Background: an optimization exercise with open tools, aiming at small area, a short achievable clock period and few clock cycles per item. Do not read the settings as production practice.
The RTL was checked by simulation tests, not by an equivalence proof against the original design.
Power figures rest on the tool's default switching activity, not on a simulated workload.

==> flow/design.v <==
module sort_node_act #(
    parameter WIDTH = 16,
    parameter IDX_W = 5
)(
    input  logic             clk,
    input  logic             keep,       
    input  logic             ins,        
    input  logic             shift,      
    input  logic [WIDTH-1:0] new_val,
    input  logic [IDX_W-1:0] new_idx,
    input  logic [WIDTH-1:0] left_val,
    input  logic [IDX_W-1:0] left_idx,
    output logic [WIDTH-1:0] val,
    output logic [IDX_W-1:0] idx
);
    always_ff @(posedge clk) begin
        val <= ({WIDTH{keep}}  & val)
             | ({WIDTH{ins}}   & new_val)
             | ({WIDTH{shift}} & left_val);
        idx <= ({IDX_W{keep}}  & idx)
             | ({IDX_W{ins}}   & new_idx)
             | ({IDX_W{shift}} & left_idx);
    end
endmodule
module serial_sorter #(
    parameter WIDTH = 16,
    parameter NUM_NODES = 32
)(
    input  wire             clk,
    input  wire             rst_n,
    input  wire             load_en,
    input  wire [WIDTH-1:0] data_in,
    input  wire             clear,
    output wire             out_vld,
    output wire [NUM_NODES-1:0][WIDTH-1:0] data_out,
    output wire [NUM_NODES-1:0][$clog2(NUM_NODES)-1:0] idx_out
);
    localparam IDX_W = $clog2(NUM_NODES);
    logic [WIDTH-1:0] d2;
    logic [WIDTH-1:0] d2n, d2e, d2ne;
    logic             l2;
    logic [IDX_W:0]   cnt;           
    logic [NUM_NODES-1:0] c;         
    logic [NUM_NODES-1:0] cn;        
    logic [NUM_NODES-1:0] a;         
    logic [3:0]       bq;            
    function automatic logic lt(input logic [WIDTH-1:0] x, input logic [WIDTH-1:0] y);
        logic [WIDTH-1:0] l, e;
        integer w, k;
        l = ~x & y;
        e = ~(x ^ y);
        for (w = 1; w < WIDTH; w = w * 2)
            for (k = 0; k + w < WIDTH; k = k + 2 * w) begin
                l[k] = l[k + w] | (e[k + w] & l[k]);
                e[k] = e[k + w] & e[k];
            end
        lt = l[0];
    endfunction
    assign out_vld = cnt[IDX_W];
    always_ff @(posedge clk or negedge rst_n) begin
        if (!rst_n) begin
            l2  <= 1'b0;
            cnt <= '0;
        end else begin
            l2 <= load_en;
            if (clear)   cnt <= '0;
            else if (l2) cnt <= cnt + 1'b1;
        end
    end
    always_ff @(posedge clk or negedge rst_n) begin
        if (!rst_n) c <= '1;
        else        c <= load_en ? cn : '1;
    end
    always_ff @(posedge clk) begin
        d2  <= data_in;
        d2n <= ~data_in;
        if (load_en) begin
            d2e  <= data_in;
            d2ne <= ~data_in;
        end
    end
    wire [3:0][WIDTH-1:0] dq = {~d2ne, d2e, ~d2n, d2};
    assign bq[0] = lt(d2, data_in);
    assign bq[1] = lt(~d2n, data_in);
    assign bq[2] = lt(d2e, data_in);
    assign bq[3] = lt(~d2ne, data_in);
    genvar i;
    generate
        for (i = 0; i < NUM_NODES; i = i + 1) begin : nodes
            wire c_left = (i == 0) ? 1'b1 : c[i-1];
            wire a_left = (i == 0) ? 1'b0 : a[i-1];
            assign a[i]  = (cnt > i) & lt(data_out[i], data_in);
            wire             bi = bq[i * 4 / NUM_NODES];
            wire [WIDTH-1:0] vi = dq[i * 4 / NUM_NODES];
            assign cn[i] = c[i] ? a[i] : (c_left ? bi : a_left);
            sort_node_act #(.WIDTH(WIDTH), .IDX_W(IDX_W)) node (
                .clk      (clk),
                .keep     (c[i]),
                .ins      (c_left & ~c[i]),
                .shift    (~c_left),
                .new_val  (vi),
                .new_idx  (cnt[IDX_W-1:0]),
                .left_val ((i == 0) ? vi : data_out[i-1]),
                .left_idx ((i == 0) ? cnt[IDX_W-1:0] : idx_out[i-1]),
                .val      (data_out[i]),
                .idx      (idx_out[i])
            );
        end
    endgenerate
endmodule
module sorter_top (
    input  wire          clk,
    input  wire          rst_n,
    input  wire          load_en,
    input  wire [15:0]   data_in,
    input  wire          clear,
    output wire          out_vld,
    output wire [511:0]  data_out,
    output wire [159:0]  idx_out
);
    localparam WIDTH     = 16;
    localparam NUM_NODES = 32;
    localparam IDX_W     = $clog2(NUM_NODES);
    wire [NUM_NODES-1:0][WIDTH-1:0] data_arr;
    wire [NUM_NODES-1:0][IDX_W-1:0] idx_arr;
    serial_sorter #(
        .WIDTH(WIDTH),
        .NUM_NODES(NUM_NODES)
    ) u_sorter (
        .clk(clk),
        .rst_n(rst_n),
        .load_en(load_en),
        .data_in(data_in),
        .clear(clear),
        .out_vld(out_vld),
        .data_out(data_arr),
        .idx_out(idx_arr)
    );
    assign data_out = data_arr;
    assign idx_out  = idx_arr;
endmodule
==> flow/config.mk <==
export PLATFORM = sky130hd
export DESIGN_NAME = sorter_top
export DESIGN_NICKNAME = sorter_top
export VERILOG_FILES = /design/flow/design.v
export SDC_FILE = /design/flow/constraint.sdc
export NUM_CORES = 4
export LEC_CHECK = 0
export CAP_MARGIN = 20
export CORE_MARGIN = 2
export CORE_UTILIZATION = 60
export SETUP_SLACK_MARGIN = 1.8
export SLEW_MARGIN = 20
==> flow/constraint.sdc <==
create_clock -name core_clock -period 4.0 [get_ports {clk}]
set_input_delay 0.8000 -clock core_clock [delete_from_list [all_inputs] [get_ports {clk}]]
set_output_delay 0.8000 -clock core_clock [all_outputs]
set_load 0.01 [all_outputs]
standard.sh (not shown) runs the stock make flow with config.mk's settings and CLKGATE_MAP_FILE= SYNTH_SCRIPT=/design/flow/synth_recipe.tcl, a recipe that flattens the netlist after the stock synthesis.
==> flow/flow/run.sh <==
#!/bin/bash
set -o pipefail
export BUFFER_PORTS_ARGS="-buffer_cell sky130_fd_sc_hd__buf_1"
export CTS_CLUSTER_SIZE=40
export CTS_CLUSTER_DIAMETER=70
bash standard.sh > standard.log 2>&1
The starting point passed the timing, DRC and antenna checks.
Testbench counts at the start, summed over its fixed seeds: cycles 13,432, items 12,288.
Next try:
- SETUP_SLACK_MARGIN: 1.8 -> 1.9
=> Final area grows by about 2.3%; sequential cell count does not change; final cell count grows by 0.38%; clock-buffer cell count grows by 2; total power grows by 1.7%; clock skew stays flat; worst hold slack gains 0.15 ns; area after synthesis is unchanged; die area does not change.
Next try:
==> flow/flow/run.sh (replaced) <==
#!/bin/bash
set -o pipefail
export BUFFER_PORTS_ARGS="-buffer_cell sky130_fd_sc_hd__buf_1"
export CTS_CLUSTER_SIZE=30
export CTS_CLUSTER_DIAMETER=60
bash standard.sh > standard.log 2>&1
- SETUP_SLACK_MARGIN: 1.9 -> 2.0
The new run produced a clean layout.
Clock power is higher by about 17%.
Count of clock-buffer cells in the layout increases by 15.
Non-clock buffer count came out higher by 318.
Worst hold slack got worse by 0.091 ns.
Power rises by about 19%.
Fmax decreases by 2.7%.
Routed wire length increases by about 14%.
Register-to-register slack is worse by 0.02 ns.
Global-route usage climbs by 4.9 points.
Die area does not change.
First-iteration DRC count went up by 25%.

-- what the ideal ports hide --
The results above use ideal ports. As a check the final layouts listed here were re-extracted and re-timed, cells and wires unchanged.
Step 1, drivers: a clkbuf_16 drives clk and a buf_2 each remaining input, both assumed.
Step 2 times the ports against the registers' clock, not the clock port: input delays grow and output delays shrink by t, the midpoint of the rising clock arrivals with the driver on.
Three values: no drivers, after step 1, after step 2; two values: the first two.
run	t, ns	setup WS [ns]	hold WS [ns]	clock arrival spread, ns	worst slew at a driven data input, ns
the first run	0.720	1.764 / 1.690 / 1.115	0.249 / 0.235 / 0.494	0.041 / 0.040	0.12
the second run	0.722	1.831 / 1.814 / 1.131	0.398 / 0.370 / 0.480	0.035 / 0.035	0.12
the third run	0.752	1.771 / 1.593 / 0.841	0.307 / 0.293 / 0.479	0.033 / 0.034	0.27
After both steps every run listed still meets setup and hold. The setup slack of the third run, which loses most, moves by -0.178 ns with the drivers and by -0.930 ns with both steps.
